This design comes from an exercise in tuning for small area on the open sky130 flow, not from production work. Only simulation tests tie the RTL to the original design; equivalence was not proved. The clock port is modelled as an ideal driver, which makes a skipped or thinned clock tree look cheaper than it is; a real chip needs a root buffer or a tree. No activity file was given, so power comes from the tool's default toggle rates.

== run A ==
==> flow/design.v (excerpt) <==
module EECS3216_Lab4 (input Clock,
                      input TimerON,
                      input Coin5,
                      input Coin10,
                      input Coin20,
                      input Reset,
                      output [6:0] tenSec,
                      output [6:0] oneSec,
                      output C5Enable,
                      output C10Enable,
                      output C20Enable);
==> flow/config.mk <==
export PLATFORM = sky130hd
export DESIGN_NAME = EECS3216_Lab4
export DESIGN_NICKNAME = EECS3216_Lab4
export VERILOG_FILES = /design/flow/design.v
export SDC_FILE = /design/flow/constraint.sdc
export NUM_CORES = 4
export LEC_CHECK = 0
export CAP_MARGIN = 20
export CORE_MARGIN = 2
export CORE_UTILIZATION = 40
export CTS_BUF_LIST = sky130_fd_sc_hd__clkbuf_4
export CTS_CLUSTER_DIAMETER = 100
export CTS_CLUSTER_SIZE = 40
export SLEW_MARGIN = 20
==> flow/constraint.sdc <==
create_clock -name core_clock -period 20.0 [get_ports {Clock}]
set_input_delay 4.0000 -clock core_clock [delete_from_list [all_inputs] [get_ports {Clock}]]
set_output_delay 4.0000 -clock core_clock [all_outputs]
set_load 0.01 [all_outputs]
standard.sh (not shown) runs the stock make flow with config.mk's settings and CLKGATE_MAP_FILE= SYNTH_SCRIPT=/design/flow/synth_recipe.tcl, a recipe that flattens the netlist after the stock synthesis.
==> flow/flow/run.sh <==
#!/bin/bash
# Own layout flow: the standard ORFS flow (standard.sh) with two changes.
#  - Synthesis maps the logic with the area-oriented ABC script flow/abc_area.script and does
#    not extract half/full adders. Everything else in synthesis (synth_recipe.tcl, ORFS's
#    synth.tcl, register mapping, flattening, renaming) is unchanged, so the registers are the
#    standard synthesis's.
#  - Port buffering uses the platform's smallest buffer, sky130_fd_sc_hd__buf_1.
# The scripts are ORFS's own, copied here so that only abc_area.script differs.
set -euo pipefail
W=$(pwd)
rm -rf "$W/scripts_area"
mkdir -p "$W/scripts_area"
cp -r "$FLOW_HOME/scripts/." "$W/scripts_area/"
cp "$W/flow/abc_area.script" "$W/scripts_area/abc_area.script"
bash standard.sh finish SCRIPTS_DIR="$W/scripts_area" ABC_AREA=1 ADDER_MAP_FILE= \
  "BUFFER_PORTS_ARGS=-buffer_cell sky130_fd_sc_hd__buf_1" > "$W/orfs_make.log" 2>&1
==> flow/flow/abc_area.script <==
strash
dc2
dch -f
amap
topo
dnsize -c
Every stage of the flow completed for run A, and the final layout passed the timing, DRC and antenna checks.
## Diff of input files: run B against run A
==> flow/flow/run.sh <==
#!/bin/bash
# Own layout flow: the standard ORFS flow (standard.sh) with these changes.
#  - Synthesis maps the logic with the area-oriented ABC script flow/abc_area.script and does
#    not extract half/full adders. Everything else in synthesis (synth_recipe.tcl, ORFS's
#    synth.tcl, register mapping, flattening, renaming) is unchanged, so the registers are the
#    standard synthesis's.
#  - Port buffering uses the platform's smallest buffer, sky130_fd_sc_hd__buf_1.
#  - Clock tree: the design has few registers, so the clock port drives one clock buffer
#    (sky130_fd_sc_hd__clkbuf_16) that drives every register's clock pin, in place of
#    TritonCTS's H-tree.
# The scripts are ORFS's own, copied here; only abc_area.script and cts.tcl's tree step differ.
set -euo pipefail
W=$(pwd)
rm -rf "$W/scripts_area"
mkdir -p "$W/scripts_area"
cp -r "$FLOW_HOME/scripts/." "$W/scripts_area/"
cp "$W/flow/abc_area.script" "$W/scripts_area/abc_area.script"
python3 - "$W/scripts_area/cts.tcl" <<'P'
import sys
f = sys.argv[1]
t = open(f).read()
old = "log_cmd clock_tree_synthesis {*}$cts_args"
assert old in t
new = """# one clock buffer at the centre of the registers, driving all of them
set sx 0
set sy 0
set ns 0
foreach it [[[ord::get_db_block] findNet Clock] getITerms] {
  set loc [[$it getInst] getLocation]
  set sx [expr {$sx + [lindex $loc 0]}]
  set sy [expr {$sy + [lindex $loc 1]}]
  incr ns
}
set dbu [[ord::get_db_tech] getDbUnitsPerMicron]
log_cmd insert_buffer -buffer_cell sky130_fd_sc_hd__clkbuf_16 -net Clock -buffer_name clkbuf_0_Clock -net_name clknet_0_Clock -location [list [expr {$sx / $ns / double($dbu)}] [expr {$sy / $ns / double($dbu)}]]
set_propagated_clock [all_clocks]"""
open(f, "w").write(t.replace(old, new))
P
bash standard.sh finish SCRIPTS_DIR="$W/scripts_area" ABC_AREA=1 ADDER_MAP_FILE= \
  "BUFFER_PORTS_ARGS=-buffer_cell sky130_fd_sc_hd__buf_1" > "$W/orfs_make.log" 2>&1
Findings:
- Taking run A as the reference, in run B final period demand of the worst path saw a decrease, sequential share of power went up by 1.4 points, post-layout instance area went down about 1.2%.
- Relative to run A, routed metal-1 wirelength has decreased by about 1.6% in run B.
- Summary: with run A as the reference, count of filler cells inserted in the layout in run B moved down slightly.
- Layout overhead on the synthesized area: run B and run A compared, higher one is run A
- Run A → run B: worst hold slack now larger, count of placed standard cells in the final layout, fillers left out now smaller.
- Run A completed every stage of the flow, and the final layout passed the timing, DRC and antenna checks.
- The final layout from run B, which completed every stage, passed the timing, DRC and antenna checks at the end of the flow.
Changes in run C relative to run B:
==> flow/flow/abc_area.script <==
strash
&get -n
&deepsyn -T 20
&put
dch -f
amap -F 4 -A 10
topo
dnsize -c
Results
- Run B → run C: aggregate global-route resource usage shrank by 1.5 points; setup slack grew by 0.081 ns; global-route wire length before repair shrank by 590 µm.
- Against run B, peak clock frequency supported by timing in run C rose slightly.
- Of run C and run B, the run reporting the higher gate count of the mapped netlist was run B.
- In the reports for run C and run B, the larger power belongs to run B.
- NOTE number of nets in the final layout run B->run C decreased by a little under 10%
- The multi-input combinational cell area reported for run C is smaller than that of run B by about 4.4%.
- Run C vs run B on internal power contribution: run C is the lower one.
- What run B reported for combinational power has to be multiplied by 0.949 to get the figure for run C.
Modified inputs, run D compared to run C
Settings: CTS_CLUSTER_SIZE now 100, was 40; CTS_BUF_LIST now sky130_fd_sc_hd__clkbuf_8, was sky130_fd_sc_hd__clkbuf_4; CTS_CLUSTER_DIAMETER now 500, was 100.
==> flow/flow/run.sh <==
#!/bin/bash
# Own layout flow: the standard ORFS flow (standard.sh) with two changes.
#  - Synthesis maps the logic with the area-oriented ABC script flow/abc_area.script and does
#    not extract half/full adders. Everything else in synthesis (synth_recipe.tcl, ORFS's
#    synth.tcl, register mapping, flattening, renaming) is unchanged, so the registers are the
#    standard synthesis's.
#  - Port buffering uses the platform's smallest buffer, sky130_fd_sc_hd__buf_1.
# The scripts are ORFS's own, copied here so that only abc_area.script differs.
set -euo pipefail
W=$(pwd)
rm -rf "$W/scripts_area"
mkdir -p "$W/scripts_area"
cp -r "$FLOW_HOME/scripts/." "$W/scripts_area/"
cp "$W/flow/abc_area.script" "$W/scripts_area/abc_area.script"
bash standard.sh finish SCRIPTS_DIR="$W/scripts_area" ABC_AREA=1 ADDER_MAP_FILE= \
  "BUFFER_PORTS_ARGS=-buffer_cell sky130_fd_sc_hd__buf_1" > "$W/orfs_make.log" 2>&1
==> flow/flow/abc_area.script <==
strash
dc2
dch -f
amap
topo
dnsize -c
## What came out
- Run D: PASS, flow complete, no timing, DRC or antenna violations
- In summary, run C completed successfully, with a layout that passed the timing, DRC and antenna checks.
- Horizontal die dimension up about 1.3% in run D wrt run C
- Number of placed instances with taps included of run D exceeds that of run C by a little under 10%.
- The number of multi-input combinational cells in run C is 0.877 times that in run D.
- The worst reg-to-reg setup slack number comes out higher for run C vs run D.
- In the flow results for run D and run C, the final worst-path setup slack is larger on run C.
- Compared with run C, in run D arrival time at the worst endpoint went up, number of library cell types mapped by synthesis went down, total wire length after detailed routing went up, total power went up, wire length on met3 went up.
- Compared with run C, run D shows final cell area excluding filler cells that has gone up by a few percent.
Relative to run D, the following input files were edited for run E:
Settings: a change of CTS_BUF_LIST from sky130_fd_sc_hd__clkbuf_8 to sky130_fd_sc_hd__clkbuf_4; a change of CTS_CLUSTER_SIZE from 100 to 40; a change of CTS_CLUSTER_DIAMETER from 500 to 100.
==> flow/flow/abc_area.script <==
strash
&get -n
&deepsyn -T 20
&put
dch -f
amap
topo
dnsize -c
--- outcome ---
- Delta (run E minus run D): flip-flop and latch count roughly the same, pre-CTS setup slack went up by 0.022 ns, count of clock-buffer cells in the layout went down 2.
In run B and run C the design's own scripts or RTL, not TritonCTS, make the clock network.

---

red:
EECS3216_Lab4 again, from the RTL that the note above started with.
Settings: LEC_CHECK=0, CAP_MARGIN=20, CORE_MARGIN=2, CORE_UTILIZATION=40, CTS_BUF_LIST=sky130_fd_sc_hd__clkbuf_4, CTS_CLUSTER_DIAMETER=100, CTS_CLUSTER_SIZE=40, SLEW_MARGIN=20; clock period 20.0 ns.
==> flow/flow/run.sh <==
#!/bin/bash
# Own layout flow: the standard ORFS flow (standard.sh) with these changes.
#  - Synthesis maps the logic with the area-oriented ABC script flow/abc_area.script and does
#    not extract half/full adders. Everything else in synthesis (synth_recipe.tcl, ORFS's
#    synth.tcl, register mapping, flattening, renaming) is unchanged, so the registers are the
#    standard synthesis's.
#  - Port buffering uses the platform's smallest buffer, sky130_fd_sc_hd__buf_1.
#  - Clock tree: the design has few registers, so the clock port drives one clock buffer
#    (sky130_fd_sc_hd__clkbuf_8) that drives every register's clock pin, in place of
#    TritonCTS's H-tree.
# The scripts are ORFS's own, copied here; only abc_area.script and cts.tcl's tree step differ.
set -euo pipefail
W=$(pwd)
rm -rf "$W/scripts_area"
mkdir -p "$W/scripts_area"
cp -r "$FLOW_HOME/scripts/." "$W/scripts_area/"
cp "$W/flow/abc_area.script" "$W/scripts_area/abc_area.script"
cp "$W/flow/clock_clusters.tcl" "$W/scripts_area/clock_clusters.tcl"
python3 - "$W/scripts_area/cts.tcl" <<'P'
import sys
f = sys.argv[1]
t = open(f).read()
old = "log_cmd clock_tree_synthesis {*}$cts_args"
assert old in t
new = """source $::env(SCRIPTS_DIR)/clock_clusters.tcl
cluster_clock 4 sky130_fd_sc_hd__clkbuf_4
set_propagated_clock [all_clocks]"""
open(f, "w").write(t.replace(old, new))
P
bash standard.sh finish SCRIPTS_DIR="$W/scripts_area" ABC_AREA=1 ADDER_MAP_FILE= \
  "BUFFER_PORTS_ARGS=-buffer_cell sky130_fd_sc_hd__buf_1" > "$W/orfs_make.log" 2>&1
==> flow/flow/abc_area.script <==
strash
dc2
dch -f
amap
topo
dnsize -c
==> flow/flow/clock_clusters.tcl <==
# K clock buffers, each driving a k-means cluster of the registers' clock pins
proc cluster_clock { K cell } {
  set block [ord::get_db_block]
  set clk [$block findNet Clock]
  set its {}
  set xs {}
  set ys {}
  foreach it [$clk getITerms] {
    if { ![$it isInputSignal] } { continue }
    set bb [[$it getInst] getBBox]
    lappend its $it
    lappend xs [expr {([$bb xMin] + [$bb xMax]) / 2.0}]
    lappend ys [expr {([$bb yMin] + [$bb yMax]) / 2.0}]
  }
  set n [llength $its]
  set order [lsort -indices -real $xs]
  set cx {}
  set cy {}
  for {set k 0} {$k < $K} {incr k} {
    set i [lindex $order [expr {int(($k + 0.5) * $n / $K)}]]
    lappend cx [lindex $xs $i]
    lappend cy [lindex $ys $i]
  }
  for {set iter 0} {$iter < 50} {incr iter} {
    set asg {}
    for {set i 0} {$i < $n} {incr i} {
      set best 0
      set bd 1e30
      for {set k 0} {$k < $K} {incr k} {
        set d [expr {abs([lindex $xs $i] - [lindex $cx $k]) + abs([lindex $ys $i] - [lindex $cy $k])}]
        if {$d < $bd} { set bd $d; set best $k }
      }
      lappend asg $best
    }
    for {set k 0} {$k < $K} {incr k} {
      set sx 0.0; set sy 0.0; set c 0
      for {set i 0} {$i < $n} {incr i} {
        if {[lindex $asg $i] == $k} { set sx [expr {$sx + [lindex $xs $i]}]; set sy [expr {$sy + [lindex $ys $i]}]; incr c }
      }
      if {$c > 0} { lset cx $k [expr {$sx / $c}]; lset cy $k [expr {$sy / $c}] }
    }
  }
  set master [[ord::get_db] findMaster $cell]
  for {set k 0} {$k < $K} {incr k} {
    set inst [odb::dbInst_create $block $master clkbuf_${k}_Clock]
    set net [odb::dbNet_create $block clknet_${k}_Clock]
    $net setSigType CLOCK
    [$inst findITerm A] connect $clk
    [$inst findITerm X] connect $net
    set c 0
    for {set i 0} {$i < $n} {incr i} {
      if {[lindex $asg $i] == $k} {
        set it [lindex $its $i]
        $it disconnect
        $it connect $net
        incr c
      }
    }
    $inst setLocation [expr {int([lindex $cx $k])}] [expr {int([lindex $cy $k])}]
    $inst setPlacementStatus PLACED
    puts "clock buffer $k ($cell): $c registers"
  }
  global_connect
}
### red -> blue
-- flow/flow/run.sh --
<<< red, line 17
cp "$W/flow/abc_area.script" "$W/scripts_area/abc_area.script"
cp "$W/flow/clock_clusters.tcl" "$W/scripts_area/clock_clusters.tcl"
python3 - "$W/scripts_area/cts.tcl" <<'P'
>>> blue, line 17
cp "$W/flow/abc_area.script" "$W/scripts_area/abc_area.script"
python3 - "$W/scripts_area/cts.tcl" <<'P'
<<< red, line 24
assert old in t
new = """source $::env(SCRIPTS_DIR)/clock_clusters.tcl
cluster_clock 4 sky130_fd_sc_hd__clkbuf_4
set_propagated_clock [all_clocks]"""
>>> blue, line 23
assert old in t
new = """log_cmd insert_buffer -buffer_cell sky130_fd_sc_hd__clkbuf_8 -net Clock -buffer_name clkbuf_0_Clock -net_name clknet_0_Clock
[[ord::get_db_block] findNet clknet_0_Clock] setSigType CLOCK
set_propagated_clock [all_clocks]"""
removed: flow/flow/clock_clusters.tcl
Notes after the runs:
Routability congestion estimate: red vs blue identical
Comparing blue against red, there is no change at all in I/O pin count.
Reported for blue and red, synthesized cell count turned out identical to the last digit.
blue got as far as clock tree synthesis (4_1_cts), where a tool error ended the run.
The number of different library cells in the post-synthesis netlist was comparable across blue and red.
Number of flip-flops and latches in the synthesized netlist: blue vs red identical
--- input diff blue..green ---
==> flow/flow/run.sh <==
#!/bin/bash
# Own layout flow: the standard ORFS flow (standard.sh) with two changes.
#  - Synthesis maps the logic with the area-oriented ABC script flow/abc_area.script and does
#    not extract half/full adders. Everything else in synthesis (synth_recipe.tcl, ORFS's
#    synth.tcl, register mapping, flattening, renaming) is unchanged, so the registers are the
#    standard synthesis's.
#  - Port buffering uses the platform's smallest buffer, sky130_fd_sc_hd__buf_1.
# The scripts are ORFS's own, copied here so that only abc_area.script differs.
set -euo pipefail
W=$(pwd)
rm -rf "$W/scripts_area"
mkdir -p "$W/scripts_area"
cp -r "$FLOW_HOME/scripts/." "$W/scripts_area/"
cp "$W/flow/abc_area.script" "$W/scripts_area/abc_area.script"
bash standard.sh finish SCRIPTS_DIR="$W/scripts_area" ABC_AREA=1 ADDER_MAP_FILE= \
  "BUFFER_PORTS_ARGS=-buffer_cell sky130_fd_sc_hd__buf_1" \
  "CTS_ARGS=-buf_list sky130_fd_sc_hd__clkbuf_8 -root_buf sky130_fd_sc_hd__clkbuf_8 -sink_clustering_enable -sink_clustering_size 40 -sink_clustering_max_diameter 1000 -num_static_layers 1 -dont_use_dummy_load -repair_clock_nets" > "$W/orfs_make.log" 2>&1
[summary]
The flow ran to completion for all of blue and green but blue, which stopped partway. blue is listed as incomplete: the tool reported an error in clock tree synthesis (4_1_cts) and the run ended there. Changes observed in green relative to blue: chip width roughly the same; post-synthesis compound-gate area fraction was more or less identical; synthesized cell count closely matched the old numbers; combined area of all synthesized cells essentially unchanged. The placed wire-length estimate was comparable across blue and green. Reported for blue and green, number of flops mapped to enable cells by yosys turned out identical to the last digit. Diff green..blue | total cell area at the placement stage | unchanged. Number of rows created at floorplan of blue is on par with green. Reported for blue and green, number of distinct library cells after synthesis turned out identical to the last digit.
The following lists how orange was set up differently from green:
-- flow/flow/run.sh --
<<< green, line 7
#  - Port buffering uses the platform's smallest buffer, sky130_fd_sc_hd__buf_1.
# The scripts are ORFS's own, copied here so that only abc_area.script differs.
>>> orange, line 7
#  - Port buffering uses the platform's smallest buffer, sky130_fd_sc_hd__buf_1.
#  - Clock tree synthesis uses sky130_fd_sc_hd__clkbuf_4 and adds no dummy loads.
# The scripts are ORFS's own, copied here so that only abc_area.script differs.
<<< green, line 16
  "BUFFER_PORTS_ARGS=-buffer_cell sky130_fd_sc_hd__buf_1" \
  "CTS_ARGS=-buf_list sky130_fd_sc_hd__clkbuf_8 -root_buf sky130_fd_sc_hd__clkbuf_8 -sink_clustering_enable -sink_clustering_size 40 -sink_clustering_max_diameter 1000 -num_static_layers 1 -dont_use_dummy_load -repair_clock_nets" > "$W/orfs_make.log" 2>&1
>>> orange, line 17
  "BUFFER_PORTS_ARGS=-buffer_cell sky130_fd_sc_hd__buf_1" \
  "CTS_ARGS=-buf_list sky130_fd_sc_hd__clkbuf_4 -root_buf sky130_fd_sc_hd__clkbuf_4 -sink_clustering_enable -sink_clustering_size 40 -sink_clustering_max_diameter 300 -dont_use_dummy_load -repair_clock_nets" > "$W/orfs_make.log" 2>&1
==> flow/flow/abc_area.script <==
strash
&get -n
&deepsyn -T 20
&put
dch -f
amap
topo
dnsize -c
### Flow results
orange reached the final stage; the timing, DRC and antenna checks on its layout passed. Summary of orange over green: net switching power of the design fell about 5%; final routed wirelength across all metal layers fell 2.5%; total power after layout fell about 8%; worst setup margin rose 0.037 ns; starting DRC count in detailed routing rose 34%. Lower cell-internal power was reported by orange, not green. NOTE: synthesized-area fraction occupied by ao, oa, aoi and oai cells in orange exceeds that of green. Taking green as the reference, in orange number of instances in the synthesized netlist lower, achievable frequency went up.
The following lists how purple was set up differently from orange:
-- flow/flow/run.sh --
<<< orange, line 1
#!/bin/bash
# Own layout flow: the standard ORFS flow (standard.sh) with two changes.
#  - Synthesis maps the logic with the area-oriented ABC script flow/abc_area.script and does
>>> purple, line 1
#!/bin/bash
# Own layout flow: the standard ORFS flow (standard.sh) with these changes.
#  - Synthesis maps the logic with the area-oriented ABC script flow/abc_area.script and does
<<< orange, line 8
#  - Clock tree synthesis uses sky130_fd_sc_hd__clkbuf_4 and adds no dummy loads.
# The scripts are ORFS's own, copied here so that only abc_area.script differs.
set -euo pipefail
>>> purple, line 8
#  - Clock tree synthesis uses sky130_fd_sc_hd__clkbuf_4 and adds no dummy loads.
# The scripts are ORFS's own, copied here so that only abc_area.script differs from them.
set -euo pipefail
==> flow/flow/abc_area.script <==
strash
&get -n
&deepsyn -T 20
&put
dch -f
amap -F 4 -A 10
topo
dnsize -c
--- outcome ---
purple: full flow OK, the timing, DRC and antenna checks passed
purple reports a lower worst setup slack than orange does.
Compared to orange, purple has global-route wire length before repair 740 um lower.
Going from orange to purple, total routing resource utilization after global routing now sits lower, sequential share of layout area now sits at about the same level, delay of the slowest cell on the worst path now sits higher.
Against orange, purple comes in 0.18 points higher on global-route track usage on met3.
The clock cells of red come from the design's own scripts or RTL, not from TritonCTS.

separate check: timing with driven ports:
Ports are ideal in the flow. The routed layouts listed here were re-timed in OpenROAD. Step 1: set_driving_cell puts a clkbuf_16 on Clock and a buf_2 on each other input, an assumption about the parent block. Step 2 times the ports against the registers' clock, not the clock port: input delays grow and output delays shrink by t, the midpoint of the rising clock arrivals with the driver on. a / b / c = ideal / step 1 / step 2; a / b = the first two.
run | t, ns | setup slack, ns | worst hold slack (ns) | worst data-port slew with drivers (ns) | pins driven straight from the clock port
run A | 0.346 | 14.433 / 14.411 / 14.757 | 0.383 / 0.383 / 0.383 | 0.03 | 1
run B | 0.206 | 14.561 / 14.533 / 14.739 | 0.394 / 0.394 / 0.394 | 0.03 | 1
run C | 0.204 | 14.642 / 14.615 / 14.728 | 0.397 / 0.397 / 0.397 | 0.03 | 1
run D | 0.302 | 14.485 / 14.460 / 14.763 | 0.380 / 0.380 / 0.380 | 0.03 | 1
run E | 0.352 | 14.524 / 14.502 / 14.830 | 0.404 / 0.404 / 0.404 | 0.03 | 1
red | 0.193 | 14.579 / 14.533 / 14.726 | 0.367 / 0.366 / 0.366 | 0.03 | 4
green | 0.298 | 14.497 / 14.472 / 14.771 | 0.383 / 0.383 / 0.383 | 0.03 | 1
orange | 0.346 | 14.534 / 14.512 / 14.819 | 0.395 / 0.395 / 0.395 | 0.03 | 1
purple | 0.347 | 14.499 / 14.478 / 14.713 | 0.386 / 0.386 / 0.386 | 0.03 | 1
After both steps every run listed still meets setup and hold.
